Background: an optimization exercise with open tools, aiming at a short achievable clock period and few clock cycles. Do not read the settings as production practice.
Only simulation tests tie the RTL to the original design; equivalence was not proved.
No activity file was given, so power comes from the tool's default toggle rates.

[design/flow/run.sh]
#!/bin/bash
# synth_recipe.tcl (not shown) runs the flow's synth.tcl, then flattens the netlist and writes it again
# the make line also repeats each setting of config.mk as NAME=value (left out here)
make -C /OpenROAD-flow-scripts/flow DESIGN_CONFIG=/design/flow/config.mk WORK_HOME=/design/flow/orfs CLKGATE_MAP_FILE= SYNTH_SCRIPT=/design/flow/synth_recipe.tcl finish
[design/flow/config.mk]
export PLATFORM = sky130hd
export DESIGN_NAME = mips_core
export DESIGN_NICKNAME = mips_core
export VERILOG_FILES = /design/flow/design.v
export SDC_FILE = /design/flow/constraint.sdc
export NUM_CORES = 4
export LEC_CHECK = 0
export CAP_MARGIN = 20
export CORE_MARGIN = 2
export CORE_UTILIZATION = 40
export SETUP_SLACK_MARGIN = 5
export SLEW_MARGIN = 20
export SYNTH_HIERARCHICAL = 1
export SYNTH_MINIMUM_KEEP_SIZE = 0
export TNS_END_PERCENT = 100
[design/flow/constraint.sdc]
create_clock -name core_clock -period 9.0 [get_ports {clk}]
set_input_delay 1.8000 -clock core_clock [delete_from_list [all_inputs] [get_ports {clk}]]
set_output_delay 1.8000 -clock core_clock [all_outputs]
set_load 0.01 [all_outputs]
[design/flow/design.v]
`timescale 1ns / 1ps
module mips_core(clk, reset, imem_addr, imem_data, dmem_addr, dmem_we, dmem_wdata, dmem_rdata, halted);
	input clk;
	input reset;
	output [7:0] imem_addr;
	input [31:0] imem_data;
	output [7:0] dmem_addr;
	output [3:0] dmem_we;
	output [31:0] dmem_wdata;
	input [31:0] dmem_rdata;
	output halted;
	localparam K_ADD = 4, K_SUB = 3, K_LOG = 2, K_SH = 1, K_SLT = 0;
	localparam F_WB = 1, F_REG = 0;
	reg        reset_q;
	reg  [7:0] pc;
	reg        d_valid;
	reg [31:0] d_ir;
	reg  [7:0] d_pc1, d_tgt;
	reg        d_pred;
	reg  [4:0] e_rd;
	reg  [3:0] e_we;
	reg        e_load, e_br, e_eop;
	reg        e_misEq, e_misNe;   
	reg  [7:0] e_alt;
	reg [31:0] e_a, e_b, e_t;
	reg  [6:0] e_fa, e_fb, e_ft;
	reg  [4:0] e_kind;
	reg        e_and, e_or, e_xor, e_nor, e_sll, e_sra;
	reg  [1:0] e_width;
	reg        mis_q;     
	reg        dead;      
	reg        h;         
	reg  [4:0] m_rd;
	reg  [3:0] m_we;
	reg        m_load;
	reg  [4:0] m_kind;
	reg [31:0] m_add, m_sub, m_log, m_sh;
	reg        m_slt;
	reg [31:0] m_wd;
	reg  [1:0] m_width;
	reg  [4:0] w_rd;
	reg [31:0] w_res;
	assign halted = h;
	wire [7:0] pcF = pc;
	assign imem_addr = pc;
	wire [31:0] fI = imem_data;
	wire [7:0] pc1F = pcF + 8'd1;
	wire [7:0] tgtF;
	wire predF;
	mc_fetch u_fetch(.pc1(pc1F), .ir(fI), .tgt(tgtF), .pred(predF));
	wire [5:0] op = d_ir[31:26];
	wire [4:0] rs = d_ir[25:21];
	wire [4:0] rt = d_ir[20:16];
	wire [4:0] rdf = d_ir[15:11];
	wire [4:0] sa = d_ir[10:6];
	wire [5:0] fn = d_ir[5:0];
	wire [15:0] imm = d_ir[15:0];
	wire isLoad  = (op[5:3] == 3'b100) & (op[1:0] != 2'b10);
	wire isStore = (op[5:2] == 4'b1010) & (op[1:0] != 2'b10);
	wire isADDI  = (op == 6'b001000);
	wire isSLTI  = (op == 6'b001010);
	wire isANDI  = (op == 6'b001100);
	wire isORI   = (op == 6'b001101);
	wire isXORI  = (op == 6'b001110);
	wire isLUI   = (op == 6'b001111);
	wire isBr    = (op[5:1] == 5'b00010);
	wire isJ     = (op == 6'b000010);
	wire isEOP   = (op == 6'b111111);
	wire isI     = isADDI | isSLTI | isANDI | isORI | isXORI | isLUI;
	wire isR     = ~(isLoad | isStore | isI | isBr | isJ | isEOP);
	wire fSLL  = (fn == 6'b000000);
	wire fSRL  = (fn == 6'b000010);
	wire fSRA  = (fn == 6'b000011);
	wire fSLLV = (fn == 6'b000100);
	wire fSRLV = (fn == 6'b000110);
	wire fSRAV = (fn == 6'b000111);
	wire fADD  = (fn == 6'b100000);
	wire fSUB  = (fn == 6'b100010);
	wire fAND  = (fn == 6'b100100);
	wire fOR   = (fn == 6'b100101);
	wire fXOR  = (fn == 6'b100110);
	wire fNOR  = (fn == 6'b100111);
	wire fSLT  = (fn == 6'b101010);
	wire shImm = isR & (fSLL | fSRL | fSRA);
	wire kAnd = (isR & fAND) | isANDI;
	wire kOr  = (isR & fOR) | isORI | isLUI;
	wire kXor = (isR & fXOR) | isXORI;
	wire kNor = isR & fNOR;
	wire kSll = isR & (fSLL | fSLLV);
	wire kSr  = isR & (fSRL | fSRLV | fSRA | fSRAV);
	wire [4:0] kind;
	assign kind[K_ADD] = (isR & fADD) | isADDI | isLoad | isStore;
	assign kind[K_SUB] = isR & fSUB;
	assign kind[K_LOG] = kAnd | kOr | kXor | kNor;
	assign kind[K_SH]  = kSll | kSr;
	assign kind[K_SLT] = (isR & fSLT) | isSLTI;
	wire useA = ((isR & ~shImm) | isLoad | isStore | (isI & ~isLUI) | isBr);
	wire useB = isR | isBr;
	wire useT = isStore;
	wire [4:0] dest = isR ? rdf : ((isLoad | isI) ? rt : 5'd0);
	wire [32*32-1:0] rf_flat;
	wire [31:0] rfA, rfB;
	mc_rfread u_rfread(.rf(rf_flat), .ra(rs), .rb(rt), .w_rd(w_rd), .w_res(w_res), .da(rfA), .db(rfB));
	wire [31:0] seImm = {{16{imm[15]}}, imm};
	wire [31:0] zeImm = {16'd0, imm};
	wire [31:0] immX = isLUI ? {imm, 16'd0} : ((isANDI | isORI | isXORI) ? zeImm : seImm);
	wire [31:0] aVal = shImm ? {27'd0, sa} : (isLUI ? 32'd0 : rfA);
	wire [31:0] bVal = useB ? rfB : immX;
	wire eLd = e_load & (e_rd != 5'd0);
	wire idValid = d_valid & ~mis_q;
	wire stall = idValid & eLd & ((useA & (rs == e_rd)) | ((useB | useT) & (rt == e_rd)));
	wire eW = (e_rd != 5'd0);
	wire mW = (m_rd != 5'd0);
	wire fam = useA & eW & (rs == e_rd);
	wire faw = useA & mW & (rs == m_rd) & ~fam;
	wire fbm = useB & eW & (rt == e_rd);
	wire fbw = useB & mW & (rt == m_rd) & ~fbm;
	wire ftm = useT & eW & (rt == e_rd);
	wire ftw = useT & mW & (rt == m_rd) & ~ftm;
	wire [6:0] selA = {{5{fam}} & e_kind, faw, ~(fam | faw)};
	wire [6:0] selB = {{5{fbm}} & e_kind, fbw, ~(fbm | fbw)};
	wire [6:0] selT = {{5{ftm}} & e_kind, ftw, ~(ftm | ftw)};
	wire [31:0] xAdd, xSub, xLog, xSh, T;
	wire xSlt, eq;
	mc_ex u_ex(.fa(e_fa), .fb(e_fb), .ft(e_ft),
		.m_add(m_add), .m_sub(m_sub), .m_log(m_log), .m_sh(m_sh), .m_slt(m_slt),
		.w_res(w_res), .e_a(e_a), .e_b(e_b), .e_t(e_t),
		.op_and(e_and), .op_or(e_or), .op_xor(e_xor), .op_nor(e_nor),
		.op_sll(e_sll), .op_sra(e_sra),
		.add(xAdd), .sub(xSub), .slt(xSlt), .log(xLog), .sh(xSh), .t(T), .eq(eq));
	wire eValid = ~mis_q;
	wire mis = e_br & eValid & (eq ? e_misEq : e_misNe);
	wire eopEX = e_eop & eValid;
	assign dmem_addr = m_add[7:0];
	assign dmem_we = m_we;
	assign dmem_wdata = m_wd;
	wire [31:0] mRes = ({32{m_kind[K_ADD]}} & m_add) | ({32{m_kind[K_SUB]}} & m_sub) |
	                   ({32{m_kind[K_LOG]}} & m_log) | ({32{m_kind[K_SH]}} & m_sh) |
	                   {31'd0, m_kind[K_SLT] & m_slt};
	wire [31:0] ldMask = {{16{m_width[1]}}, {8{m_width[0]}}, 8'hff};
	wire [31:0] resM = m_load ? (dmem_rdata & ldMask) : mRes;
	always @(posedge clk) reset_q <= reset;
	always @(posedge clk) begin
		if (reset) begin
			pc <= 8'd0;
			d_valid <= 1'b0;
			mis_q <= 1'b0;
			dead <= 1'b0;
			h <= 1'b0;
			e_rd <= 5'd0; e_we <= 4'd0; e_load <= 1'b0; e_br <= 1'b0; e_eop <= 1'b0;
			m_rd <= 5'd0; m_we <= 4'd0; m_load <= 1'b0;
			w_rd <= 5'd0;
		end else begin
			if (mis)
				pc <= e_alt;
			else if (~stall)
				pc <= predF ? tgtF : pc1F;
			if (~stall)
				d_valid <= 1'b1;
			mis_q <= mis;
			dead <= dead | eopEX;
			if (stall | ~idValid | dead | eopEX) begin
				e_rd <= 5'd0; e_we <= 4'd0; e_load <= 1'b0; e_br <= 1'b0; e_eop <= 1'b0;
			end else begin
				e_rd <= dest;
				e_we <= isStore ? {op[1] & op[0], op[1] & op[0], op[0], 1'b1} : 4'd0;
				e_load <= isLoad;
				e_br <= isBr & (rs != rt);
				e_eop <= isEOP;
			end
			m_rd <= eValid ? e_rd : 5'd0;
			m_we <= eValid ? e_we : 4'd0;
			m_load <= e_load & eValid;
			h <= h | eopEX;
			w_rd <= m_rd;
		end
	end
	always @(posedge clk) begin
		if (~stall) begin
			d_ir <= fI;
			d_pc1 <= pc1F;
			d_tgt <= tgtF;
			d_pred <= predF;
		end
		e_misEq <= op[0] ^ ~d_pred;
		e_misNe <= op[0] ^ d_pred;
		e_alt <= d_pred ? d_pc1 : d_tgt;
		e_a <= aVal; e_b <= bVal; e_t <= rfB;
		e_fa <= selA; e_fb <= selB; e_ft <= selT;
		e_kind <= kind;
		e_and <= kAnd; e_or <= kOr; e_xor <= kXor; e_nor <= kNor;
		e_sll <= kSll; e_sra <= fSRA | fSRAV;
		e_width <= op[1:0];
		m_kind <= e_kind;
		m_add <= xAdd; m_sub <= xSub; m_log <= xLog; m_sh <= xSh; m_slt <= xSlt;
		m_wd <= T;
		m_width <= e_width;
		w_res <= resM;
	end
	assign rf_flat[31:0] = 32'd0;
	genvar gi;
	generate
		for (gi = 1; gi < 32; gi = gi + 1) begin : g_rf
			reg [31:0] q;
			always @(posedge clk) begin
				if (reset_q)
					q <= 32'd0;
				else if (w_rd == gi)
					q <= w_res;
			end
			assign rf_flat[gi*32 +: 32] = q;
		end
	endgenerate
endmodule
module mc_fetch(pc1, ir, tgt, pred);
	input [7:0] pc1;
	input [31:0] ir;
	output [7:0] tgt;
	output pred;
	wire [5:0] op = ir[31:26];
	assign tgt = pc1 + ir[7:0];
	assign pred = (op == 6'b000010) |
	              ((op[5:1] == 5'b00010) & (op[0] ^ (ir[25:21] == ir[20:16])));
endmodule
module mc_rfread(rf, ra, rb, w_rd, w_res, da, db);
	input [32*32-1:0] rf;
	input [4:0] ra, rb, w_rd;
	input [31:0] w_res;
	output [31:0] da, db;
	assign da = (ra == 5'd0) ? 32'd0 : (ra == w_rd) ? w_res : rf[ra*32 +: 32];
	assign db = (rb == 5'd0) ? 32'd0 : (rb == w_rd) ? w_res : rf[rb*32 +: 32];
endmodule
module mc_ex(fa, fb, ft, m_add, m_sub, m_log, m_sh, m_slt, w_res, e_a, e_b, e_t,
	op_and, op_or, op_xor, op_nor, op_sll, op_sra, add, sub, slt, log, sh, t, eq);
	input [6:0] fa, fb, ft;
	input [31:0] m_add, m_sub, m_log, m_sh, w_res, e_a, e_b, e_t;
	input m_slt;
	input op_and, op_or, op_xor, op_nor, op_sll, op_sra;
	output [31:0] add, sub, log, sh, t;
	output slt, eq;
	wire [31:0] A, B, A2, B2;
	mc_fwd u_fa(.sel(fa), .m_add(m_add), .m_sub(m_sub), .m_log(m_log), .m_sh(m_sh), .m_slt(m_slt), .w_res(w_res), .r(e_a), .y(A));
	mc_fwd u_fb(.sel(fb), .m_add(m_add), .m_sub(m_sub), .m_log(m_log), .m_sh(m_sh), .m_slt(m_slt), .w_res(w_res), .r(e_b), .y(B));
	mc_fwd u_fa2(.sel(fa), .m_add(m_add), .m_sub(m_sub), .m_log(m_log), .m_sh(m_sh), .m_slt(m_slt), .w_res(w_res), .r(e_a), .y(A2));
	mc_fwd u_fb2(.sel(fb), .m_add(m_add), .m_sub(m_sub), .m_log(m_log), .m_sh(m_sh), .m_slt(m_slt), .w_res(w_res), .r(e_b), .y(B2));
	mc_fwd u_ft(.sel(ft), .m_add(m_add), .m_sub(m_sub), .m_log(m_log), .m_sh(m_sh), .m_slt(m_slt), .w_res(w_res), .r(e_t), .y(t));
	mc_add32 u_add(.a(A), .b(B), .cin(1'b0), .s(add));
	mc_add32 u_sub(.a(A), .b(~B), .cin(1'b1), .s(sub));
	assign slt = (A2[31] ^ B2[31]) ? A2[31] : sub[31];
	assign log = ({32{op_and}} & (A2 & B2)) | ({32{op_or}} & (A2 | B2)) |
	             ({32{op_xor}} & (A2 ^ B2)) | ({32{op_nor}} & ~(A2 | B2));
	wire [4:0] s = A2[4:0];
	wire [63:0] srx = {{31{op_sra & B2[31]}}, B2[31], B2} >> s;
	assign sh = op_sll ? (B2 << s) : srx[31:0];
	assign eq = (A == B);
endmodule
module mc_fwd(sel, m_add, m_sub, m_log, m_sh, m_slt, w_res, r, y);
	input [6:0] sel;
	input [31:0] m_add, m_sub, m_log, m_sh, w_res, r;
	input m_slt;
	output [31:0] y;
	assign y = ({32{sel[6]}} & m_add) | ({32{sel[5]}} & m_sub) | ({32{sel[4]}} & m_log) |
	           ({32{sel[3]}} & m_sh) | {31'd0, sel[2] & m_slt} | ({32{sel[1]}} & w_res) |
	           ({32{sel[0]}} & r);
endmodule
module mc_add32(a, b, cin, s);
	input [31:0] a, b;
	input cin;
	output [31:0] s;
	wire [31:0] p = a ^ b;
	wire [31:0] g = a & b;
	wire [31:0] t = a | b;
	wire [31:0] h0 = {g[31:1], g[0] | cin};
	wire [31:0] x0 = {t[30:0], 1'b0};
	wire [31:0] h1 = h0 | (x0 & {h0[30:0], 1'b0});
	wire [31:0] x1 = x0 & {x0[30:0], 1'b0};
	wire [31:0] h2 = h1 | (x1 & {h1[29:0], 2'b0});
	wire [31:0] x2 = x1 & {x1[29:0], 2'b0};
	wire [31:0] h3 = h2 | (x2 & {h2[27:0], 4'b0});
	wire [31:0] x3 = x2 & {x2[27:0], 4'b0};
	wire [31:0] h4 = h3 | (x3 & {h3[23:0], 8'b0});
	wire [31:0] x4 = x3 & {x3[23:0], 8'b0};
	wire [31:0] h5 = h4 | (x4 & {h4[15:0], 16'b0});
	wire [31:0] c = {t[30:0] & h5[30:0], cin};
	assign s = p ^ c;
endmodule
==> results of run 1 <==
-- modules after synthesis (local to each module, per instance) --
module / cells / area (µm²) / flip-flops and latches
mc_add32: 362 / 2690 / 0
mc_ex: 841 / 6560 / 0
mc_fetch: 61 / 439 / 0
mc_fwd: 146 / 1220 / 0
mc_rfread: 1324 / 16500 / 0
mips_core: 5481 / 46800 / 1419
-- worst max-delay path by stage --
stage	start	end	slack, ns	depth (start not counted)
floorplan	imem_data[29]	pc[5]	5.45	10
CTS	m_sh[1]	pc[5]	4.87	11
detailed placement	e_fb[6]	pc[5]	3.88	12
global route	d_ir[16]	e_b[9]	4.89	9
finish	d_ir[24]	e_a[26]	4.85	8
global placement	e_fb[6]	pc[5]	3.92	12
-- cell usage in the layout (no fill, tap or decap), types with 162 or more instances in the layout --
cell / instances
nand2_1: 2268
dfxtp_1: 1336
a21oi_1: 1132
mux4_2: 510
a22oi_1: 438
ha_1: 260
inv_1: 250
mux2i_1: 244
nand3_1: 217
nor2_1: 204
a22oi_2: 183
buf_4: 171
clkbuf_16: 162
-- synthesized netlist by cell type (all sizes together), types with 230 or more instances --
cell,n
buf,252
dfxtp,1370
a21oi,1139
clkbuf,583
mux4,510
a22oi,621
mux2i,244
inv,255
nand3,230
ha,260
nand2,2280
nor2,232
-- cells by family after synthesis --
family	synth area share, %
compound gates	19.6
xor+xnor	1.51
fa+ha+maj	4.10
buf+inv	6.05
flops	35.3
mux	18.1
other cells	0.0138
simple gates	15.3
-- flip-flops by register name, summed over array words and instances (netlist names), 7 cells and up --
register,flops
e_alt,8
m_add,32
pc,8
d_pc1,8
e_fb,7
e_a,32
d_ir,32
d_tgt,8
m_sh,32
m_log,32
w_res,32
e_t,32
e_fa,7
m_wd,32
g_rf.q,992
e_ft,7
e_b,32
m_sub,32
-- through the flow --
| stage | worst slack [ns] | instances | power (µW) | hold WS [ns] | area [µm²] |
|---|---|---|---|---|---|
| final | 4.85 | 11700 | 16800 | 0.298 | 90700 |
| after floorplan | 5.45 | 9226 | 8670 | 0.310 | 82100 |
| after global routing | 4.89 | 11700 | 17200 | 0.316 | 90600 |
| after global placement | 3.92 | 11400 | 9820 | 0.310 | 84700 |
| after detailed placement | 3.88 | 11400 | 9820 | 0.313 | 84700 |
| after CTS | 4.87 | 11700 | 16700 | 0.293 | 90500 |
-- what timing repair did --
item / 4_1_cts / 5_1_grt
endpoints found under the setup margin: 95 / 99
gates resized for setup: 36 / 39
pin swaps: 6 / 0
gates cloned: 3 / 1
setup buffers: 7 / 0
endpoints found under the hold margin: 0 / 0
-- routing by layer --
metal | up-vias | GRT usage, %
li1 | 32300 | -
met1 | 36700 | 40.2
met2 | 5125 | 50.3
met3 | 1497 | 8.55
met4 | 20 | 23.2
met5 | - | 0
-- where the power goes --
| part | leakage, µW | total, µW | internal [µW] | switching (µW) |
|---|---|---|---|---|
| sequential | 0.0117 | 7190 | 6590 | 599 |
| combinational | 0.0172 | 2680 | 875 | 1800 |
| clock | 0.00270 | 6900 | 3930 | 2970 |
-- cell type report --
type	count	area [µm²]	share of cell area (%)
clock buffer	227	4650	5.13
tap	2688	3360	3.71
multi-input combinational	6718	48800	53.8
inverter	257	967	1.07
sequential	1419	29000	32.0
clock inverter	66	858	0.947
timing repair buffer	326	3070	3.38
antenna	9	22.5	0.0248
==> flow_summary.yaml, run 1 <==
run_status:
  outcome: "timing/DRC/antenna clean"
placed_design:
  io_buffers: 118
  gp_congestion: 0.996
  hpwl_um: 219000
layout:
  syn_to_final_growth_pct: 10.8
  fill_cells: 19500
  final_util_pct: 44.4
  drive_gt1_share_pct: 15.6
  fin_nets: 9215
setup_path:
  max_stage_delay_ns: 0.96
  cpLargestDelayFamily: "compound AO/OA/AOI/OAI gates"
  r2r-end: "e_a[26]"
  crit_top_cell: "buf_4"
  crit_required_ns: 9.71
  r2r_slack_ns: 4.85
  start_kind: "flop"
  crit_type: "flop to flop"
  ff2ff_path_depth: 8
  endpoint_kind: "flop"
  r2r-start: "d_ir[24]"
  path_cells: "buf_4, nand3b_1, buf_4, o221ai_1, a221oi_1, a21oi_1, a22o_1, and2_1"
  path_buf_inv: 2
  critPathMaxFanout: 31
  worst_path_max_delay_cell: "a221oi_1"
  cp.arrival_ns: 4.86
sta:
  period_needed_ns: 4.15
  finalHoldViolCount: 0
  fin_crit_sh_pct: 46.1
  setup_violations: 0
  slew-limit-headroom_pct: 11.7
  drv_slew: 0
  finalClockSkew_ns: 0.0715
  max_freq_ghz: 0.241
  fin_setup_tns_ns: 0
  rsz0062_at_grt: "yes"
  worst_slew_pin_slew_ns: 1.32
routing:
  drc: 0
  top_layer_used: "met5"
  ant_nets: 0
  via_per_inst: 6.45
  drt-met1-wl_um: 129000
  dr_wl_met2_um: 157000
  wl_um: 357000
  dr_wl_met3_um: 41900
  vias: 75600
  drt-initial-drc-count: 10700
  dr.pass1.iters: 7
  routedWlPerCell_um: 30.5
power:
  power_density_nw_per_um2: 185
  ir_drop_uv: 148
  power.leakage_uw: 0.0315
clocking:
  cts_inserted_buffers: 162
  cts_hold_repair.buffers: 0
  cts_tree: "done"
  cts-root-buf: "clkbuf_16"
  clk_latency_ns: 0.86
  cts.htree.levels: 4
  clk_path_buf_depth: 3
  cts.clk_slew.worst_paths_ns: 0.06
  clock_sinks: 1419
yosys:
  synth_seq_cells: 1419
  synthFlopType: "dfxtp_1"
  ys_types: 106
  yosys-top-cells-area: "dfxtp_1, mux4_2, nand2_1, a21oi_1, a22oi_1"
  synth.yosys.seq_area_share_pct: 35.3
  synth_area_um2: 81800
  synthArstFlopShare_pct: 0
  syn-mean-instance-area_um2: 8.93
  synth_top_area_share_pct: 33.5
  syn_inst: 9161
  synth-edff-count: 49
  yosysTopAreaCell: "dfxtp_1"
  yosysWarnings: 7
floorplanning:
  pin_count: 119
  core_area_um2: 204000
  die_w_um: 456
  die_y_um: 456
  die_area_um2: 208000
  rows: 166
  initial_core_util_pct: 40.1
worst_hold_path:
  whs_path_depth: 0
  min_to: "m_width[0]"
  min_path_type: "flop to flop"
  hold_path.startpoint: "e_width[0]"
global_route:
  grt_use_total_pct: 32.8
  grt_max_degree: 220
  antenna_found_initial: 26
  grt_first_pass_wirelength_um: 508000
  grt_pass1_vias: 71900
  grt.overflow.total: 0
run:
  maxCapViolCount: 0
Testbench counts, summed over its fixed seeds: cycles 73,312.
==> run 2, diff against run 1 <==
==> design/flow/flow/run.sh (new file) <==
#!/bin/bash
set -euo pipefail
bash standard.sh SETUP_SLACK_MARGIN=6.3 finish > make_finish.log 2>&1
==> design/flow/standard.sh (new file) <==
#!/bin/bash
# synth_recipe.tcl (not shown) runs the flow's synth.tcl, then flattens the netlist and writes it again
# the make line also repeats each setting of config.mk as NAME=value (left out here)
make -C /OpenROAD-flow-scripts/flow DESIGN_CONFIG=/design/flow/config.mk WORK_HOME=/design/flow/orfs CLKGATE_MAP_FILE= SYNTH_SCRIPT=/design/flow/synth_recipe.tcl "${@:-finish}"
removed: design/flow/run.sh
==> flow_summary.yaml, run 2 <==
layout:
  syn_to_final_growth_pct: 23.5
  final_util_pct: 49.5
  fin_area_um2: 101000
  top_register: "g_rf.q"
  layout_commonest_cell: "nand2_1"
  drive_gt1_share_pct: 26.3
  finalNonFillerCells: 12200
  fill_cells: 18500
  largest_reg_flops: 992
  fin_nets: 9694
  final_cell_mix: "nand2_1, dfxtp_1, a21oi_1, mux4_2, buf_4"
setup_path:
  start_kind: "flop"
  r2r-start: "e_fa[3]"
  cp-startpoint: "e_fa[3]"
  crit_type: "flop to flop"
  worst_path_max_delay_cell: "nor2_4"
  critPathMaxFanout: 12
  max_stage_delay_ns: 0.42
  cp.arrival_ns: 4.24
  path_cells: "buf_12, buf_16, a22oi_2, nand3_2, xor2_2, nor4_4, nand4_1, nor2_4, mux2_4, nand3b_1, nand2_1, a21oi_4, mux2_4"
  endpoint_kind: "flop"
  r2r-end: "pc[5]"
  r2r_slack_ns: 5.47
  crit_top_cell: "mux2_4"
  ff2ff_path_depth: 13
  worstSetupEndpoint: "pc[5]"
  crit_required_ns: 9.72
routing:
  ant_nets: 0
  wl_um: 394000
  drt-initial-drc-count: 11700
  dr.pass1.iters: 12
  vias: 80400
  via_per_inst: 6.59
  routedWlPerCell_um: 32.3
  drc: 0
sta:
  fin_setup_tns_ns: 0
  slew-limit-headroom_pct: 25.1
  rsz0062_at_grt: "yes"
  max_freq_ghz: 0.284
  worst_slew_pin_slew_ns: 1.12
  period_needed_ns: 3.53
  fin_crit_sh_pct: 39.2
  setup_violations: 0
  drv_slew: 0
  finalClockSkew_ns: 0.0659
  finalHoldViolCount: 0
global_route:
  antenna_found_initial: 19
  grt_use_total_pct: 35.7
  grt.overflow.total: 0
  grt_pass1_vias: 75200
  grt_first_pass_wirelength_um: 545000
  grt_max_degree: 238
yosys:
  yosysWarnings: 7
  synthArstFlopShare_pct: 0
  yosys-top-cells-area: "dfxtp_1, mux4_2, nand2_1, a21oi_1, a22oi_1"
  synthFlopType: "dfxtp_1"
  synth_area_um2: 81800
  syn_inst: 9161
  ys_types: 106
  synth.yosys.seq_area_share_pct: 35.3
  synth_common_cells: "nand2_1, dfxtp_1, a21oi_1, clkbuf_1, mux4_2"
  syn-mean-instance-area_um2: 8.93
  yosysTopAreaCell: "dfxtp_1"
  synth_seq_cells: 1419
  synth_top_area_share_pct: 33.5
  synth-edff-count: 49
  synth.most_common_cell: "nand2_1"
floorplanning:
  initial_core_util_pct: 40.1
  die_area_um2: 208000
  core_area_um2: 204000
  pin_count: 119
  die_w_um: 456
  rows: 166
  die_y_um: 456
clocking:
  cts-root-buf: "clkbuf_16"
  cts.htree.levels: 4
  clk_path_buf_depth: 3
  cts.clk_slew.worst_paths_ns: 0.06
  clock_sinks: 1419
  cts_hold_repair.buffers: 0
  clk_latency_ns: 0.85
  cts_inserted_buffers: 161
  cts_tree: "done"
power:
  seqPwrFrac_pct: 41.0
  ir_drop_uv: 195
  power_density_nw_per_um2: 175
  clkPwrFrac_pct: 39.4
  power.leakage_uw: 0.0363
  netSwitchingPower_uw: 5730
  p_comb_share_pct: 19.6
  p_int_uw: 11900
  switching_share_pct: 32.5
run_status:
  outcome: "timing/DRC/antenna clean"
placed_design:
  gp_congestion: 0.990
  dp_cells: 11400
  io_buffers: 118
  placed_area_um2: 85000
  hpwl_um: 220000
worst_hold_path:
  min_path_type: "flop to flop"
run:
  maxCapViolCount: 0
run 2: cell count changes in the layout (fill, tap and decap cells not counted), moves of 57 or more:
cell and change:
buf_4 +271, nand3_1 -98, buf_6 +77, nand3_2 +75, clkdlybuf4s50_1 -65, buf_16 +57
run 2: worst min-delay path by stage:
| stage | start | to | slack, ns | cells after the start |
|---|---|---|---|---|
| global placement | e_width[1] | m_width[1] | 0.31 | 0 |
| detailed placement | e_width[1] | m_width[1] | 0.31 | 0 |
| global route | e_width[0] | m_width[0] | 0.34 | 0 |
| CTS | e_width[1] | m_width[1] | 0.33 | 0 |
| floorplan | e_width[0] | m_width[0] | 0.31 | 0 |
| finish | e_width[1] | m_width[1] | 0.33 | 0 |
run 2: kinds of logic (layout without fill, tap and decap cells):
logic type / after synthesis / in the layout / share of synthesized area, %
AND/OR/NAND/NOR: 3041 / 3044 / 15.3
adder cells (fa/ha/maj): 265 / 265 / 4.10
other: 3 / 83 / 0.0138
XOR/XNOR: 141 / 141 / 1.51
buffers and inverters: 1092 / 1353 / 6.05
multiplexers: 835 / 835 / 18.1
AO/OA/AOI/OAI: 2365 / 2365 / 19.6
flip-flops: 1419 / 1419 / 35.3
run 2: per-module statistics from Yosys (local to each module, per instance):
module     flops+latches  area, µm²  times used  cells inside
mips_core           1419      46800           1          5481
mc_rfread              0      16500           1          1324
mc_ex                  0       6560           1           841
mc_add32               0       2690           2           362
mc_fwd                 0       1220           5           146
mc_fetch               0        439           1            61
run 2: repair_timing:
action / in CTS / in global routing
pin swaps: 139 / 154
setup buffers: 220 / 185
gates cloned: 63 / 22
gates resized for setup: 1029 / 338
setup endpoints to repair: 1083 / 617
run 2: power by group through the flow:
stage | clock [µW] | sequential [µW] | combinational [µW]
4_1_cts | 6950 | 7180 | 3100
2_1_floorplan | 0 | 7030 | 1670
6_report | 6950 | 7230 | 3470
5_1_grt | 7200 | 7230 | 3550
3_5_place_dp | 0 | 7320 | 2540
3_3_place_gp | 0 | 7330 | 2540
run 2: critical path: cells and delay by family, from the launching register on:
| kind | cells | cell delay (ns) |
|---|---|---|
| flip-flops | 1 | 0.41 |
| AND/OR/NAND/NOR | 6 | 1.35 |
| AO/OA/AOI/OAI | 2 | 0.42 |
| buffers and inverters | 2 | 0.34 |
| multiplexers | 2 | 0.67 |
| XOR/XNOR | 1 | 0.19 |
run 2: through the flow:
step           power, µW  hold WS (ns)  worst slack (ns)
2_1_floorplan       8700         0.310              5.74
3_3_place_gp        9870         0.312              3.77
3_5_place_dp        9860         0.314              3.86
4_1_cts            17200         0.328              5.67
5_1_grt            18000         0.338              5.45
6_report           17600         0.329              5.47
run 2: metal layers:
layer	global-route usage, %	vias to the layer above	routed length, µm	part of all wire, %
li1	-	33300	-	-
met1	42.7	38900	135000	34
met2	53.6	6387	169000	43
met3	11.0	1769	53200	13
met4	27.1	16	36200	9.2
met5	0	-	109	0.028
run 2: final cells by class:
type                       count  area [µm²]  share of cell area [%]
multi-input combinational   6718       52300                    51.8
sequential                  1419       29100                    28.8
timing repair buffer         803        9710                    9.61
clock buffer                 229        4630                    4.58
tap                         2688        3360                    3.33
inverter                     257        1000                   0.991
clock inverter                61         856                   0.847
antenna                       15        37.5                  0.0372
timing repair inverter         3        22.5                  0.0223
==> run 3, diff against run 2 <==
--- a/design/flow/design.v
+++ b/design/flow/design.v
@@ -15,7 +15,7 @@
 	reg  [7:0] pc;
 	reg        d_valid;
 	reg [31:0] d_ir;
-	reg  [7:0] d_pc1, d_tgt;
+	reg  [7:0] d_pc1, d_tgt, d_alt;
 	reg        d_pred;
 	reg  [4:0] e_rd;
 	reg  [3:0] e_we;
@@ -23,11 +23,11 @@
 	reg        e_misEq, e_misNe;   
 	reg  [7:0] e_alt;
 	reg [31:0] e_a, e_b, e_t;
-	reg  [6:0] e_fa, e_fb, e_ft;
 	reg  [4:0] e_kind;
 	reg        e_and, e_or, e_xor, e_nor, e_sll, e_sra;
 	reg  [1:0] e_width;
 	reg        mis_q;     
+	reg        er_q;      
 	reg        dead;      
 	reg        h;         
 	reg  [4:0] m_rd;
@@ -107,7 +107,8 @@
 	wire [31:0] aVal = shImm ? {27'd0, sa} : (isLUI ? 32'd0 : rfA);
 	wire [31:0] bVal = useB ? rfB : immX;
 	wire eLd = e_load & (e_rd != 5'd0);
-	wire idValid = d_valid & ~mis_q;
+	wire eValid = ~mis_q;
+	wire idValid = d_valid & ~mis_q & ~er_q;
 	wire stall = idValid & eLd & ((useA & (rs == e_rd)) | ((useB | useT) & (rt == e_rd)));
 	wire eW = (e_rd != 5'd0);
 	wire mW = (m_rd != 5'd0);
@@ -121,16 +122,22 @@
 	wire [6:0] selB = {{5{fbm}} & e_kind, fbw, ~(fbm | fbw)};
 	wire [6:0] selT = {{5{ftm}} & e_kind, ftw, ~(ftm | ftw)};
 	wire [31:0] xAdd, xSub, xLog, xSh, T;
-	wire xSlt, eq;
-	mc_ex u_ex(.fa(e_fa), .fb(e_fb), .ft(e_ft),
+	wire xSlt, mis, er;
+	wire [7:0] pcNext;
+	mc_ex u_ex(.clk(clk), .fa_d(selA), .fb_d(selB), .ft_d(selT),
 		.m_add(m_add), .m_sub(m_sub), .m_log(m_log), .m_sh(m_sh), .m_slt(m_slt),
 		.w_res(w_res), .e_a(e_a), .e_b(e_b), .e_t(e_t),
 		.op_and(e_and), .op_or(e_or), .op_xor(e_xor), .op_nor(e_nor),
 		.op_sll(e_sll), .op_sra(e_sra),
-		.add(xAdd), .sub(xSub), .slt(xSlt), .log(xLog), .sh(xSh), .t(T), .eq(eq));
-	wire eValid = ~mis_q;
-	wire mis = e_br & eValid & (eq ? e_misEq : e_misNe);
+		.add(xAdd), .sub(xSub), .slt(xSlt), .log(xLog), .sh(xSh), .t(T),
+		.br(e_br & eValid), .mis_eq(e_misEq), .mis_ne(e_misNe), .er_z(erZ), .er_nz(erNZ),
+		.e_alt(e_alt), .d_alt(d_alt), .pc_seq(pcSeq), .mis(mis), .er(er), .pc_next(pcNext));
 	wire eopEX = e_eop & eValid;
+	wire erOK = idValid & isBr & (rs != rt) & eValid & e_kind[K_ADD] & ~e_load & eW &
+	            (((rs == e_rd) & (rt == 5'd0)) | ((rt == e_rd) & (rs == 5'd0)));
+	wire erZ = erOK & ~(op[0] ^ d_pred);
+	wire erNZ = erOK & (op[0] ^ d_pred);
+	wire [7:0] pcSeq = stall ? pc : (predF ? tgtF : pc1F);
 	assign dmem_addr = m_add[7:0];
 	assign dmem_we = m_we;
 	assign dmem_wdata = m_wd;
@@ -145,19 +152,18 @@
 			pc <= 8'd0;
 			d_valid <= 1'b0;
 			mis_q <= 1'b0;
+			er_q <= 1'b0;
 			dead <= 1'b0;
 			h <= 1'b0;
 			e_rd <= 5'd0; e_we <= 4'd0; e_load <= 1'b0; e_br <= 1'b0; e_eop <= 1'b0;
 			m_rd <= 5'd0; m_we <= 4'd0; m_load <= 1'b0;
 			w_rd <= 5'd0;
 		end else begin
-			if (mis)
-				pc <= e_alt;
-			else if (~stall)
-				pc <= predF ? tgtF : pc1F;
+			pc <= pcNext;
 			if (~stall)
 				d_valid <= 1'b1;
 			mis_q <= mis;
+			er_q <= er & ~mis;
 			dead <= dead | eopEX;
 			if (stall | ~idValid | dead | eopEX) begin
 				e_rd <= 5'd0; e_we <= 4'd0; e_load <= 1'b0; e_br <= 1'b0; e_eop <= 1'b0;
@@ -165,7 +171,7 @@
 				e_rd <= dest;
 				e_we <= isStore ? {op[1] & op[0], op[1] & op[0], op[0], 1'b1} : 4'd0;
 				e_load <= isLoad;
-				e_br <= isBr & (rs != rt);
+				e_br <= isBr & (rs != rt) & ~erOK;
 				e_eop <= isEOP;
 			end
 			m_rd <= eValid ? e_rd : 5'd0;
@@ -180,13 +186,13 @@
 			d_ir <= fI;
 			d_pc1 <= pc1F;
 			d_tgt <= tgtF;
+			d_alt <= predF ? pc1F : tgtF;
 			d_pred <= predF;
 		end
 		e_misEq <= op[0] ^ ~d_pred;
 		e_misNe <= op[0] ^ d_pred;
 		e_alt <= d_pred ? d_pc1 : d_tgt;
 		e_a <= aVal; e_b <= bVal; e_t <= rfB;
-		e_fa <= selA; e_fb <= selB; e_ft <= selT;
 		e_kind <= kind;
 		e_and <= kAnd; e_or <= kOr; e_xor <= kXor; e_nor <= kNor;
 		e_sll <= kSll; e_sra <= fSRA | fSRAV;
@@ -230,29 +236,53 @@
 	assign da = (ra == 5'd0) ? 32'd0 : (ra == w_rd) ? w_res : rf[ra*32 +: 32];
 	assign db = (rb == 5'd0) ? 32'd0 : (rb == w_rd) ? w_res : rf[rb*32 +: 32];
 endmodule
-module mc_ex(fa, fb, ft, m_add, m_sub, m_log, m_sh, m_slt, w_res, e_a, e_b, e_t,
-	op_and, op_or, op_xor, op_nor, op_sll, op_sra, add, sub, slt, log, sh, t, eq);
-	input [6:0] fa, fb, ft;
+module mc_ex(clk, fa_d, fb_d, ft_d, m_add, m_sub, m_log, m_sh, m_slt, w_res, e_a, e_b, e_t,
+	op_and, op_or, op_xor, op_nor, op_sll, op_sra, add, sub, slt, log, sh, t,
+	br, mis_eq, mis_ne, er_z, er_nz, e_alt, d_alt, pc_seq, mis, er, pc_next);
+	input clk;
+	input [6:0] fa_d, fb_d, ft_d;    
 	input [31:0] m_add, m_sub, m_log, m_sh, w_res, e_a, e_b, e_t;
 	input m_slt;
 	input op_and, op_or, op_xor, op_nor, op_sll, op_sra;
 	output [31:0] add, sub, log, sh, t;
-	output slt, eq;
+	output slt;
+	input br, mis_eq, mis_ne, er_z, er_nz;
+	input [7:0] e_alt, d_alt, pc_seq;
+	output mis, er;
+	output [7:0] pc_next;
 	wire [31:0] A, B, A2, B2;
-	mc_fwd u_fa(.sel(fa), .m_add(m_add), .m_sub(m_sub), .m_log(m_log), .m_sh(m_sh), .m_slt(m_slt), .w_res(w_res), .r(e_a), .y(A));
-	mc_fwd u_fb(.sel(fb), .m_add(m_add), .m_sub(m_sub), .m_log(m_log), .m_sh(m_sh), .m_slt(m_slt), .w_res(w_res), .r(e_b), .y(B));
-	mc_fwd u_fa2(.sel(fa), .m_add(m_add), .m_sub(m_sub), .m_log(m_log), .m_sh(m_sh), .m_slt(m_slt), .w_res(w_res), .r(e_a), .y(A2));
-	mc_fwd u_fb2(.sel(fb), .m_add(m_add), .m_sub(m_sub), .m_log(m_log), .m_sh(m_sh), .m_slt(m_slt), .w_res(w_res), .r(e_b), .y(B2));
-	mc_fwd u_ft(.sel(ft), .m_add(m_add), .m_sub(m_sub), .m_log(m_log), .m_sh(m_sh), .m_slt(m_slt), .w_res(w_res), .r(e_t), .y(t));
+	mc_fwdr u_fa(.clk(clk), .sel_d(fa_d), .m_add(m_add), .m_sub(m_sub), .m_log(m_log), .m_sh(m_sh), .m_slt(m_slt), .w_res(w_res), .r(e_a), .y(A));
+	mc_fwdr u_fb(.clk(clk), .sel_d(fb_d), .m_add(m_add), .m_sub(m_sub), .m_log(m_log), .m_sh(m_sh), .m_slt(m_slt), .w_res(w_res), .r(e_b), .y(B));
+	mc_fwdr u_fa2(.clk(clk), .sel_d(fa_d), .m_add(m_add), .m_sub(m_sub), .m_log(m_log), .m_sh(m_sh), .m_slt(m_slt), .w_res(w_res), .r(e_a), .y(A2));
+	mc_fwdr u_fb2(.clk(clk), .sel_d(fb_d), .m_add(m_add), .m_sub(m_sub), .m_log(m_log), .m_sh(m_sh), .m_slt(m_slt), .w_res(w_res), .r(e_b), .y(B2));
+	wire [31:0] A3;
+	mc_fwdr u_fa3(.clk(clk), .sel_d(fa_d), .m_add(m_add), .m_sub(m_sub), .m_log(m_log), .m_sh(m_sh), .m_slt(m_slt), .w_res(w_res), .r(e_a), .y(A3));
+	mc_fwdr u_ft(.clk(clk), .sel_d(ft_d), .m_add(m_add), .m_sub(m_sub), .m_log(m_log), .m_sh(m_sh), .m_slt(m_slt), .w_res(w_res), .r(e_t), .y(t));
 	mc_add32 u_add(.a(A), .b(B), .cin(1'b0), .s(add));
 	mc_add32 u_sub(.a(A), .b(~B), .cin(1'b1), .s(sub));
 	assign slt = (A2[31] ^ B2[31]) ? A2[31] : sub[31];
 	assign log = ({32{op_and}} & (A2 & B2)) | ({32{op_or}} & (A2 | B2)) |
 	             ({32{op_xor}} & (A2 ^ B2)) | ({32{op_nor}} & ~(A2 | B2));
-	wire [4:0] s = A2[4:0];
+	wire [4:0] s = A3[4:0];
 	wire [63:0] srx = {{31{op_sra & B2[31]}}, B2[31], B2} >> s;
 	assign sh = op_sll ? (B2 << s) : srx[31:0];
-	assign eq = (A == B);
+	wire eq = (A == B);
+	assign mis = br & (eq ? mis_eq : mis_ne);
+	wire sum_zero = ((A ^ B) == {A[30:0] | B[30:0], 1'b0});
+	assign er = sum_zero ? er_z : er_nz;
+	assign pc_next = mis ? e_alt : (er ? d_alt : pc_seq);
+endmodule
+module mc_fwdr(clk, sel_d, m_add, m_sub, m_log, m_sh, m_slt, w_res, r, y);
+	input clk;
+	input [6:0] sel_d;
+	input [31:0] m_add, m_sub, m_log, m_sh, w_res, r;
+	input m_slt;
+	output [31:0] y;
+	reg [6:0] sel;
+	always @(posedge clk) sel <= sel_d;
+	assign y = ({32{sel[6]}} & m_add) | ({32{sel[5]}} & m_sub) | ({32{sel[4]}} & m_log) |
+	           ({32{sel[3]}} & m_sh) | {31'd0, sel[2] & m_slt} | ({32{sel[1]}} & w_res) |
+	           ({32{sel[0]}} & r);
 endmodule
 module mc_fwd(sel, m_add, m_sub, m_log, m_sh, m_slt, w_res, r, y);
 	input [6:0] sel;
==> flow_summary.yaml, run 3 <==
sta:
  setup_violations: 0
  finalClockSkew_ns: 0.0710
  setup_ws_ns: 5.51
  worst_slew_pin_slew_ns: 1.22
  drv_slew: 0
  period_needed_ns: 3.49
  fin_crit_sh_pct: 38.8
  rsz0062_at_grt: "yes"
  fin_setup_tns_ns: 0
  max_freq_ghz: 0.286
  slew-limit-headroom_pct: 18.4
  finalHoldViolCount: 0
global_route:
  grt.overflow.total: 0
  antenna_found_initial: 32
  grt_use_total_pct: 37.5
  grt_max_degree: 186
  grt_first_pass_wirelength_um: 570000
  grt_pass1_vias: 77200
layout:
  syn_to_final_growth_pct: 29.1
  fin_area_um2: 106000
  final_cell_mix: "nand2_1, dfxtp_1, a21oi_1, mux4_2, buf_4"
  drive_gt1_share_pct: 30.0
  fin_nets: 9985
  layout_commonest_cell: "nand2_1"
  top_register: "g_rf.q"
  largest_reg_flops: 992
setup_path:
  cp-startpoint: "u_ex.u_fb.sel[1]"
  start_kind: "flop"
  max_stage_delay_ns: 0.59
  endpoint_kind: "flop"
  ff2ff_path_depth: 15
  r2r-start: "u_ex.u_fb.sel[1]"
  cp.arrival_ns: 4.23
  r2r_slack_ns: 5.51
  crit_required_ns: 9.74
  critPathMaxFanout: 10
  worst_path_max_delay_cell: "or4_4"
  crit_type: "flop to flop"
  path_cells: "buf_12, buf_16, a22oi_1, nand3_2, inv_2, inv_1, ha_2, or4_4, nor3_4, nand3_4, a21oi_4, buf_12, nor3_1, nor3_1, xor2_1"
floorplanning:
  die_area_um2: 210000
  pin_count: 119
  core_area_um2: 205000
  rows: 166
  die_w_um: 458
  initial_core_util_pct: 40.3
  die_y_um: 458
power:
  clkPwrFrac_pct: 38.6
  switching_share_pct: 32.7
  power.leakage_uw: 0.0385
  netSwitchingPower_uw: 6190
  ir_drop_uv: 170
  p_comb_share_pct: 22.3
  seqPwrFrac_pct: 39.1
  power_density_nw_per_um2: 178
  p_int_uw: 12700
placed_design:
  hpwl_um: 232000
  placed_area_um2: 85800
  gp_congestion: 0.997
  io_buffers: 118
  preCtsSetupSlack_ns: 4.24
yosys:
  syn-mean-instance-area_um2: 8.93
  synth_area_um2: 82400
  syn_inst: 9227
  yosysWarnings: 8
clocking:
  cts_hold_repair.buffers: 0
  clk_latency_ns: 0.85
  clock_sinks: 1449
  cts.htree.levels: 4
  cts-root-buf: "clkbuf_16"
  cts_inserted_buffers: 165
  clk_path_buf_depth: 3
  cts.clk_slew.worst_paths_ns: 0.07
  cts_tree: "done"
routing:
  ant_nets: 0
  vias: 82800
  via_per_inst: 6.64
  drc: 0
  wl_um: 417000
  routedWlPerCell_um: 33.4
  drt-initial-drc-count: 12800
  dr.pass1.iters: 10
run:
  maxCapViolCount: 0
run_status:
  outcome: "timing/DRC/antenna clean"
worst_hold_path:
  min_path_type: "flop to flop"
  hold_path.startpoint: "e_width[0]"
  whs_path_depth: 0
## run 3: routing by layer
metal	wire, µm	track usage [%]	share of wire, %	vias to the layer above
met5	354	0.436	0.085	-
met4	40400	28.5	9.7	32
met3	59500	13.9	14	2142
met2	175000	55.2	42	6897
met1	142000	44.3	34	39800
li1	-	-	-	33900
## run 3: repair_timing
action / 4_1_cts / 5_1_grt
setup buffers: 332 / 244
setup endpoints to repair: 753 / 398
gates resized for setup: 1351 / 644
endpoints found under the hold margin: 0 / 0
gates cloned: 65 / 33
pin swaps: 231 / 271
## run 3: stage by stage
stage / instances / util, % / total power [µW] / hold slack, ns
floorplan: 9292 / - / 8900 / 0.310
global placement: 11500 / 42.0 / 10200 / 0.320
detailed placement: 11500 / 42.0 / 10100 / 0.325
CTS: 12200 / 49.2 / 18200 / 0.345
global route: 12400 / 52.0 / 19300 / 0.350
finish: 12500 / 52.0 / 18900 / 0.340
## run 3: worst max-delay path: cells and delay by family (launching register included)
| family | cells | cell delay (ns) |
|---|---|---|
| adder cells (fa/ha/maj) | 1 | 0.23 |
| flip-flops | 1 | 0.32 |
| buffers and inverters | 5 | 0.67 |
| XOR/XNOR | 1 | 0.24 |
| AND/OR/NAND/NOR | 6 | 1.42 |
| AO/OA/AOI/OAI | 2 | 0.48 |
## run 3: final timing paths
kind,end
hold reg to reg,m_width[0]
setup reg to reg,m_sub[25]
setup / recovery,m_sub[25]
hold / removal,m_width[0]
## run 3: cell type report
cell class	count	area, µm²
antenna	25	62.6
clock buffer	233	4820
clock inverter	64	960
fill	17900	98200
inverter	300	1190
multi-input combinational	6712	54100
sequential	1449	29800
tap	2688	3360
timing repair buffer	996	12000
timing repair inverter	1	8.76
## run 3: power by group through the flow
stage	clock [µW]	sequential, µW	combinational, µW
global placement	0	7500	2660
detailed placement	0	7490	2660
CTS	7290	7330	3580
global route	7560	7390	4310
floorplan	0	7180	1720
finish	7300	7390	4230
Testbench counts of run 3, summed over its fixed seeds: cycles 71,745.
==> run 4, diff against run 3 <==
--- a/design/flow/design.v
+++ b/design/flow/design.v
@@ -130,8 +130,9 @@
 		.op_and(e_and), .op_or(e_or), .op_xor(e_xor), .op_nor(e_nor),
 		.op_sll(e_sll), .op_sra(e_sra),
 		.add(xAdd), .sub(xSub), .slt(xSlt), .log(xLog), .sh(xSh), .t(T),
-		.br(e_br & eValid), .mis_eq(e_misEq), .mis_ne(e_misNe), .er_z(erZ), .er_nz(erNZ),
-		.e_alt(e_alt), .d_alt(d_alt), .pc_seq(pcSeq), .mis(mis), .er(er), .pc_next(pcNext));
+		.br(e_br & eValid & ~reset), .mis_eq(e_misEq), .mis_ne(e_misNe),
+		.er_z(erZ & ~reset), .er_nz(erNZ & ~reset),
+		.e_alt(e_alt), .d_alt(d_alt), .pc_seq(reset ? 8'd0 : pcSeq), .mis(mis), .er(er), .pc_next(pcNext));
 	wire eopEX = e_eop & eValid;
 	wire erOK = idValid & isBr & (rs != rt) & eValid & e_kind[K_ADD] & ~e_load & eW &
 	            (((rs == e_rd) & (rt == 5'd0)) | ((rt == e_rd) & (rs == 5'd0)));
@@ -147,9 +148,9 @@
 	wire [31:0] ldMask = {{16{m_width[1]}}, {8{m_width[0]}}, 8'hff};
 	wire [31:0] resM = m_load ? (dmem_rdata & ldMask) : mRes;
 	always @(posedge clk) reset_q <= reset;
+	always @(posedge clk) pc <= pcNext;
 	always @(posedge clk) begin
 		if (reset) begin
-			pc <= 8'd0;
 			d_valid <= 1'b0;
 			mis_q <= 1'b0;
 			er_q <= 1'b0;
@@ -159,7 +160,6 @@
 			m_rd <= 5'd0; m_we <= 4'd0; m_load <= 1'b0;
 			w_rd <= 5'd0;
 		end else begin
-			pc <= pcNext;
 			if (~stall)
 				d_valid <= 1'b1;
 			mis_q <= mis;
==> flow_summary.yaml, run 4 <==
run_status:
  outcome: "timing/DRC/antenna clean"
sta:
  whs_ns: 0.328
  drv_slew: 0
  rsz0062_at_grt: "yes"
  finalClockSkew_ns: 0.0628
  setup_violations: 0
  setup_ws_ns: 5.39
  worst_slew_pin_slew_ns: 1.36
  fin_setup_tns_ns: 0
  max_freq_ghz: 0.277
  fin_crit_sh_pct: 40.1
  slew-limit-headroom_pct: 9.17
  period_needed_ns: 3.61
  finalHoldViolCount: 0
layout:
  fin_area_um2: 106000
  largest_reg_flops: 992
  fill_cells: 18100
  drive_gt1_share_pct: 28.6
  layout_commonest_cell: "nand2_1"
  top_register: "g_rf.q"
  final_cell_mix: "nand2_1, dfxtp_1, a21oi_1, mux4_2, a22oi_1"
  fin_nets: 9951
  syn_to_final_growth_pct: 28.1
placed_design:
  placed_area_um2: 85600
  gp_congestion: 1.00
  hpwl_um: 226000
  preCtsSetupSlack_ns: 4.01
  io_buffers: 118
setup_path:
  crit_type: "flop to flop"
  start_kind: "flop"
  crit_top_cell: "buf_12"
  worst_path_max_delay_cell: "nor4_4"
  cp.arrival_ns: 4.32
  max_stage_delay_ns: 0.48
  r2r_slack_ns: 5.39
  endpoint_kind: "flop"
  path_cells: "buf_12, buf_4, a22oi_1, nand3_2, inv_2, ha_4, nor4_4, nand4_1, buf_4, nor4_4, buf_12, o21ai_4, buf_12, o211ai_1, o221ai_2"
  crit_required_ns: 9.71
  critPathMaxFanout: 9
floorplanning:
  die_w_um: 458
  initial_core_util_pct: 40.3
  core_area_um2: 205000
  die_y_um: 458
  pin_count: 119
  die_area_um2: 210000
  rows: 166
global_route:
  grt.overflow.total: 0
  grt_pass1_vias: 77200
  grt_first_pass_wirelength_um: 568000
  grt_use_total_pct: 37.4
  antenna_found_initial: 25
  grt_max_degree: 210
power:
  ir_drop_uv: 216
  total_power_uw: 18600
  power_density_nw_per_um2: 176
  power.leakage_uw: 0.0383
run:
  maxCapViolCount: 0
yosys:
  yosysWarnings: 8
  syn_inst: 9236
  syn-mean-instance-area_um2: 8.93
  synth_area_um2: 82400
routing:
  drc: 0
  routedWlPerCell_um: 33.6
  vias: 82700
  drt-initial-drc-count: 13500
  ant_nets: 0
  via_per_inst: 6.64
  dr.pass1.iters: 10
  wl_um: 419000
clocking:
  clock_sinks: 1449
  cts-root-buf: "clkbuf_16"
  cts.htree.levels: 4
  cts_hold_repair.buffers: 0
  clk_path_buf_depth: 3
  cts_tree: "done"
  cts_inserted_buffers: 164
  clk_latency_ns: 0.87
  cts.clk_slew.worst_paths_ns: 0.06
worst_hold_path:
  min_path_type: "flop to flop"
## run 4: cell types whose count changed in the layout (fill, tap and decap cells not counted), moves of 17 or more
cell	previous run	this run
xnor2_1	42	59
dfxtp_2	53	73
a22oi_2	188	168
buf_4	506	435
ha_1	224	253
a22oi_1	438	456
## run 4: per-layer routing
metal / routed length (µm) / up-vias / GRT usage [%]
met5: 334 / - / 0
met4: 40300 / 14 / 28.9
met3: 61500 / 2005 / 13.5
met2: 175000 / 6904 / 55.2
met1: 141000 / 39800 / 44.1
li1: - / 33900 / -
## run 4: cell type report
| cell class | instances | area [µm²] | area share, % |
|---|---|---|---|
| timing repair buffer | 954 | 12200 | 11.6 |
| clock buffer | 235 | 4790 | 4.54 |
| inverter | 297 | 1140 | 1.08 |
| multi-input combinational | 6725 | 53300 | 50.5 |
| sequential | 1449 | 29800 | 28.2 |
| antenna | 32 | 80.1 | 0.0758 |
| clock inverter | 66 | 922 | 0.873 |
| tap | 2688 | 3360 | 3.18 |
## run 4: worst paths after layout
path,cells after the start,end,start
worst max-delay path,15,pc[2],u_ex.u_fb.sel[4]
worst min-delay path,0,m_width[0],e_width[0]
worst max register to register,15,pc[2],u_ex.u_fb.sel[4]
worst min register to register,0,m_width[0],e_width[0]
## run 4: critical path, delay by kind of cell (launching register included)
kind | cells | cell delay [ns]
AO/OA/AOI/OAI | 4 | 0.47
adder cells (fa/ha/maj) | 1 | 0.23
buffers and inverters | 6 | 1.05
flip-flops | 1 | 0.41
AND/OR/NAND/NOR | 4 | 1.28
## run 4: where the power goes
part           switching [µW]  internal (µW)  total, µW
clock                    3050           4160       7210
combinational            2370           1610       3980
sequential                628           6750       7380
## run 4: what timing repair did
| action | in CTS | in global routing |
|---|---|---|
| setup endpoints to repair | 727 | 470 |
| hold endpoints to repair | 0 | 0 |
| buffers inserted | 320 | 203 |
| gates resized for setup | 1289 | 595 |
| pin swaps | 220 | 292 |
| gates cloned | 88 | 24 |
## run 4: through the flow
step,instances,utilization [%]
after floorplan,9301,-
after global placement,11500,41.7
after detailed placement,11500,41.8
after CTS,12200,49.2
after global routing,12400,51.6
final,12400,51.6
Testbench counts of run 4, summed over its fixed seeds: cycles 71,745.
==> run 5, diff against run 4 <==
--- a/design/flow/design.v
+++ b/design/flow/design.v
@@ -251,13 +251,19 @@
 	output mis, er;
 	output [7:0] pc_next;
 	wire [31:0] A, B, A2, B2;
-	mc_fwdr u_fa(.clk(clk), .sel_d(fa_d), .m_add(m_add), .m_sub(m_sub), .m_log(m_log), .m_sh(m_sh), .m_slt(m_slt), .w_res(w_res), .r(e_a), .y(A));
-	mc_fwdr u_fb(.clk(clk), .sel_d(fb_d), .m_add(m_add), .m_sub(m_sub), .m_log(m_log), .m_sh(m_sh), .m_slt(m_slt), .w_res(w_res), .r(e_b), .y(B));
-	mc_fwdr u_fa2(.clk(clk), .sel_d(fa_d), .m_add(m_add), .m_sub(m_sub), .m_log(m_log), .m_sh(m_sh), .m_slt(m_slt), .w_res(w_res), .r(e_a), .y(A2));
-	mc_fwdr u_fb2(.clk(clk), .sel_d(fb_d), .m_add(m_add), .m_sub(m_sub), .m_log(m_log), .m_sh(m_sh), .m_slt(m_slt), .w_res(w_res), .r(e_b), .y(B2));
+	mc_fwdr16 #(.LO(1)) u_fa_lo(.clk(clk), .sel_d(fa_d), .m_add(m_add[15:0]), .m_sub(m_sub[15:0]), .m_log(m_log[15:0]), .m_sh(m_sh[15:0]), .m_slt(m_slt), .w_res(w_res[15:0]), .r(e_a[15:0]), .y(A[15:0]));
+	mc_fwdr16 #(.LO(0)) u_fa_hi(.clk(clk), .sel_d(fa_d), .m_add(m_add[31:16]), .m_sub(m_sub[31:16]), .m_log(m_log[31:16]), .m_sh(m_sh[31:16]), .m_slt(1'b0), .w_res(w_res[31:16]), .r(e_a[31:16]), .y(A[31:16]));
+	mc_fwdr16 #(.LO(1)) u_fb_lo(.clk(clk), .sel_d(fb_d), .m_add(m_add[15:0]), .m_sub(m_sub[15:0]), .m_log(m_log[15:0]), .m_sh(m_sh[15:0]), .m_slt(m_slt), .w_res(w_res[15:0]), .r(e_b[15:0]), .y(B[15:0]));
+	mc_fwdr16 #(.LO(0)) u_fb_hi(.clk(clk), .sel_d(fb_d), .m_add(m_add[31:16]), .m_sub(m_sub[31:16]), .m_log(m_log[31:16]), .m_sh(m_sh[31:16]), .m_slt(1'b0), .w_res(w_res[31:16]), .r(e_b[31:16]), .y(B[31:16]));
+	mc_fwdr16 #(.LO(1)) u_fa2_lo(.clk(clk), .sel_d(fa_d), .m_add(m_add[15:0]), .m_sub(m_sub[15:0]), .m_log(m_log[15:0]), .m_sh(m_sh[15:0]), .m_slt(m_slt), .w_res(w_res[15:0]), .r(e_a[15:0]), .y(A2[15:0]));
+	mc_fwdr16 #(.LO(0)) u_fa2_hi(.clk(clk), .sel_d(fa_d), .m_add(m_add[31:16]), .m_sub(m_sub[31:16]), .m_log(m_log[31:16]), .m_sh(m_sh[31:16]), .m_slt(1'b0), .w_res(w_res[31:16]), .r(e_a[31:16]), .y(A2[31:16]));
+	mc_fwdr16 #(.LO(1)) u_fb2_lo(.clk(clk), .sel_d(fb_d), .m_add(m_add[15:0]), .m_sub(m_sub[15:0]), .m_log(m_log[15:0]), .m_sh(m_sh[15:0]), .m_slt(m_slt), .w_res(w_res[15:0]), .r(e_b[15:0]), .y(B2[15:0]));
+	mc_fwdr16 #(.LO(0)) u_fb2_hi(.clk(clk), .sel_d(fb_d), .m_add(m_add[31:16]), .m_sub(m_sub[31:16]), .m_log(m_log[31:16]), .m_sh(m_sh[31:16]), .m_slt(1'b0), .w_res(w_res[31:16]), .r(e_b[31:16]), .y(B2[31:16]));
 	wire [31:0] A3;
-	mc_fwdr u_fa3(.clk(clk), .sel_d(fa_d), .m_add(m_add), .m_sub(m_sub), .m_log(m_log), .m_sh(m_sh), .m_slt(m_slt), .w_res(w_res), .r(e_a), .y(A3));
-	mc_fwdr u_ft(.clk(clk), .sel_d(ft_d), .m_add(m_add), .m_sub(m_sub), .m_log(m_log), .m_sh(m_sh), .m_slt(m_slt), .w_res(w_res), .r(e_t), .y(t));
+	mc_fwdr16 #(.LO(1)) u_fa3_lo(.clk(clk), .sel_d(fa_d), .m_add(m_add[15:0]), .m_sub(m_sub[15:0]), .m_log(m_log[15:0]), .m_sh(m_sh[15:0]), .m_slt(m_slt), .w_res(w_res[15:0]), .r(e_a[15:0]), .y(A3[15:0]));
+	assign A3[31:16] = 16'd0;
+	mc_fwdr16 #(.LO(1)) u_ft_lo(.clk(clk), .sel_d(ft_d), .m_add(m_add[15:0]), .m_sub(m_sub[15:0]), .m_log(m_log[15:0]), .m_sh(m_sh[15:0]), .m_slt(m_slt), .w_res(w_res[15:0]), .r(e_t[15:0]), .y(t[15:0]));
+	mc_fwdr16 #(.LO(0)) u_ft_hi(.clk(clk), .sel_d(ft_d), .m_add(m_add[31:16]), .m_sub(m_sub[31:16]), .m_log(m_log[31:16]), .m_sh(m_sh[31:16]), .m_slt(1'b0), .w_res(w_res[31:16]), .r(e_t[31:16]), .y(t[31:16]));
 	mc_add32 u_add(.a(A), .b(B), .cin(1'b0), .s(add));
 	mc_add32 u_sub(.a(A), .b(~B), .cin(1'b1), .s(sub));
 	assign slt = (A2[31] ^ B2[31]) ? A2[31] : sub[31];
@@ -272,6 +278,19 @@
 	assign er = sum_zero ? er_z : er_nz;
 	assign pc_next = mis ? e_alt : (er ? d_alt : pc_seq);
 endmodule
+module mc_fwdr16 #(parameter LO = 1) (clk, sel_d, m_add, m_sub, m_log, m_sh, m_slt, w_res, r, y);
+	input clk;
+	input [6:0] sel_d;
+	input [15:0] m_add, m_sub, m_log, m_sh, w_res, r;
+	input m_slt;
+	output [15:0] y;
+	reg [6:0] sel;
+	always @(posedge clk) sel <= sel_d;
+	wire slt = (LO != 0) & sel[2] & m_slt;
+	assign y = ({16{sel[6]}} & m_add) | ({16{sel[5]}} & m_sub) | ({16{sel[4]}} & m_log) |
+	           ({16{sel[3]}} & m_sh) | {15'd0, slt} | ({16{sel[1]}} & w_res) |
+	           ({16{sel[0]}} & r);
+endmodule
 module mc_fwdr(clk, sel_d, m_add, m_sub, m_log, m_sh, m_slt, w_res, r, y);
 	input clk;
 	input [6:0] sel_d;
==> flow_summary.yaml, run 5 <==
setup_path:
  cp-startpoint: "u_ex.u_fb_lo.sel[0]"
  cp.arrival_ns: 4.05
  crit_type: "flop to flop"
  endpoint_kind: "flop"
  crit_required_ns: 9.69
  critPathMaxFanout: 15
  r2r-start: "u_ex.u_fb_lo.sel[0]"
  r2r_slack_ns: 5.64
  ff2ff_path_depth: 11
  start_kind: "flop"
  r2r-end: "pc[6]"
  worstSetupEndpoint: "pc[6]"
routing:
  drc: 0
  ant_nets: 0
  routedWlPerCell_um: 32.4
  dr.pass1.iters: 9
  drt-initial-drc-count: 13100
  wl_um: 406000
  vias: 82100
  via_per_inst: 6.55
layout:
  top_register: "g_rf.q"
  largest_reg_flops: 992
  syn_to_final_growth_pct: 26.1
  final_util_pct: 50.8
  fin_nets: 9952
  layout_commonest_cell: "nand2_1"
  drive_gt1_share_pct: 28.4
  final_cell_mix: "nand2_1, dfxtp_1, a21oi_1, mux4_2, a22oi_1"
sta:
  max_freq_ghz: 0.298
  rsz0062_at_grt: "yes"
  setup_violations: 0
  setup_ws_ns: 5.64
  period_needed_ns: 3.36
  fin_crit_sh_pct: 37.3
  fin_setup_tns_ns: 0
  worst_slew_pin_slew_ns: 1.24
  drv_slew: 0
  finalClockSkew_ns: 0.0488
  finalHoldViolCount: 0
  slew-limit-headroom_pct: 17.4
yosys:
  synth_area_um2: 83500
  yosysWarnings: 9
  syn-mean-instance-area_um2: 9.00
  syn_inst: 9285
power:
  total_power_uw: 18700
  power_density_nw_per_um2: 178
  power.leakage_uw: 0.0381
  ir_drop_uv: 167
floorplanning:
  die_w_um: 461
  pin_count: 119
  die_area_um2: 213000
  die_y_um: 461
  rows: 167
  initial_core_util_pct: 40.3
  core_area_um2: 207000
clocking:
  clock_sinks: 1479
  cts_hold_repair.buffers: 0
  cts.clk_slew.worst_paths_ns: 0.06
  cts.htree.levels: 4
  clk_latency_ns: 0.85
  clk_path_buf_depth: 3
  cts_inserted_buffers: 165
  cts_tree: "done"
  cts-root-buf: "clkbuf_16"
run:
  maxCapViolCount: 0
placed_design:
  io_buffers: 118
  preCtsSetupSlack_ns: 4.27
  hpwl_um: 220000
  gp_congestion: 0.991
global_route:
  grt_max_degree: 227
  grt_first_pass_wirelength_um: 552000
  grt_pass1_vias: 76700
  grt.overflow.total: 0
  antenna_found_initial: 24
  grt_use_total_pct: 35.7
run_status:
  outcome: "timing/DRC/antenna clean"
worst_hold_path:
  min_path_type: "flop to flop"
## run 5: changes by cell type in the layout (fill, tap and decap cells not counted), sizes merged, moves of 5 or more
cell    delta
clkbuf    +17
a21oi      -8
dfxtp     +30
bufbuf     +9
clkinv     -5
diode     -20
buf       -38
## run 5: critical path, cell delays in order (launching register included)
cell,delay (ns)
dfxtp_4,0.42
a22oi_2,0.19
nand3_2,0.14
inv_2,0.12
ha_2,0.32
xnor2_4,0.21
nor4_4,0.60
nand2_2,0.19
o41a_1,0.51
buf_6,0.17
o211ai_1,0.21
o221ai_2,0.11
## run 5: worst min path at each step
stage	start	end	slack, ns	cells after the start
5_1_grt	e_width[0]	m_width[0]	0.33	0
2_1_floorplan	e_width[0]	m_width[0]	0.31	0
4_1_cts	e_width[1]	m_width[1]	0.33	0
3_5_place_dp	e_width[1]	m_width[1]	0.31	0
3_3_place_gp	e_width[0]	m_width[0]	0.32	0
6_report	e_width[1]	m_width[1]	0.33	0
## run 5: what timing repair did
action                                   CTS  global route
setup buffers                            330           209
pin swaps                                227           239
endpoints found under the setup margin   470           288
gates cloned                              73            36
gates resized for setup                 1391           469
## run 5: report_power, final
| group | total [µW] | internal [µW] | switching [µW] |
|---|---|---|---|
| logic | 4180 | 1720 | 2460 |
| registers | 7490 | 6900 | 597 |
| clock network | 7050 | 3990 | 3070 |
| total | 18700 | 12600 | 6120 |
## run 5: final cells by class
cell class                 instances  area [µm²]
sequential                      1479       30500
multi-input combinational       6719       53100
fill                           18300      102000
timing repair buffer             936       11600
clock inverter                    62         796
inverter                         291        1100
antenna                           12        30.0
tap                             2788        3490
clock buffer                     236        4710
## run 5: stage by stage
step | cells | cell area, µm² | hold WS (ns)
after floorplan | 9350 | 84100 | 0.310
after global placement | 11600 | 85900 | 0.315
after detailed placement | 11600 | 86000 | 0.312
after CTS | 12300 | 101000 | 0.326
after global routing | 12500 | 105000 | 0.329
final | 12500 | 105000 | 0.327
## run 5: routing by layer
layer | GRT usage (%) | routed length (µm)
met5 | 0 | 102
met4 | 25.8 | 36100
met3 | 12.1 | 61500
met2 | 52.3 | 167000
met1 | 43.6 | 141000
Testbench counts of run 5, summed over its fixed seeds: cycles 71,745.

==> port drivers added, routing unchanged <==
The results above use ideal ports. As a check the final layouts listed here were re-extracted and re-timed, cells and wires unchanged.
Step 1 (the two cells are an assumption about what drives the block):
set clk [get_ports {clk}]
set_driving_cell -lib_cell sky130_fd_sc_hd__clkbuf_16 $clk
set_driving_cell -lib_cell sky130_fd_sc_hd__buf_2 [delete_from_list [all_inputs] $clk]
Step 2 moves the port delays by t, midway between the first and last clock arrival at a register: inputs arrive t later, outputs are due t later. That takes back most of the time a late clock gives input paths.
Slacks: no drivers / after step 1 / after step 2; pairs: no drivers / after step 1.
run | t, ns | setup slack, ns | worst hold slack (ns)
run 1 | 0.920 | 4.851 / 4.851 / 4.594 | 0.298 / 0.298 / 0.298
run 2 | 0.906 | 5.475 / 5.475 / 4.981 | 0.329 / 0.329 / 0.329
run 3 | 0.909 | 5.508 / 5.508 / 4.984 | 0.340 / 0.340 / 0.340
run 4 | 0.932 | 5.387 / 5.387 / 4.953 | 0.328 / 0.328 / 0.328
run 5 | 0.924 | 5.641 / 5.641 / 5.077 | 0.327 / 0.327 / 0.327
After both steps setup and hold are still met in every run listed. The setup slack of run 5, which loses most, moves by 0.000 ns with the drivers and by -0.564 ns with both steps.
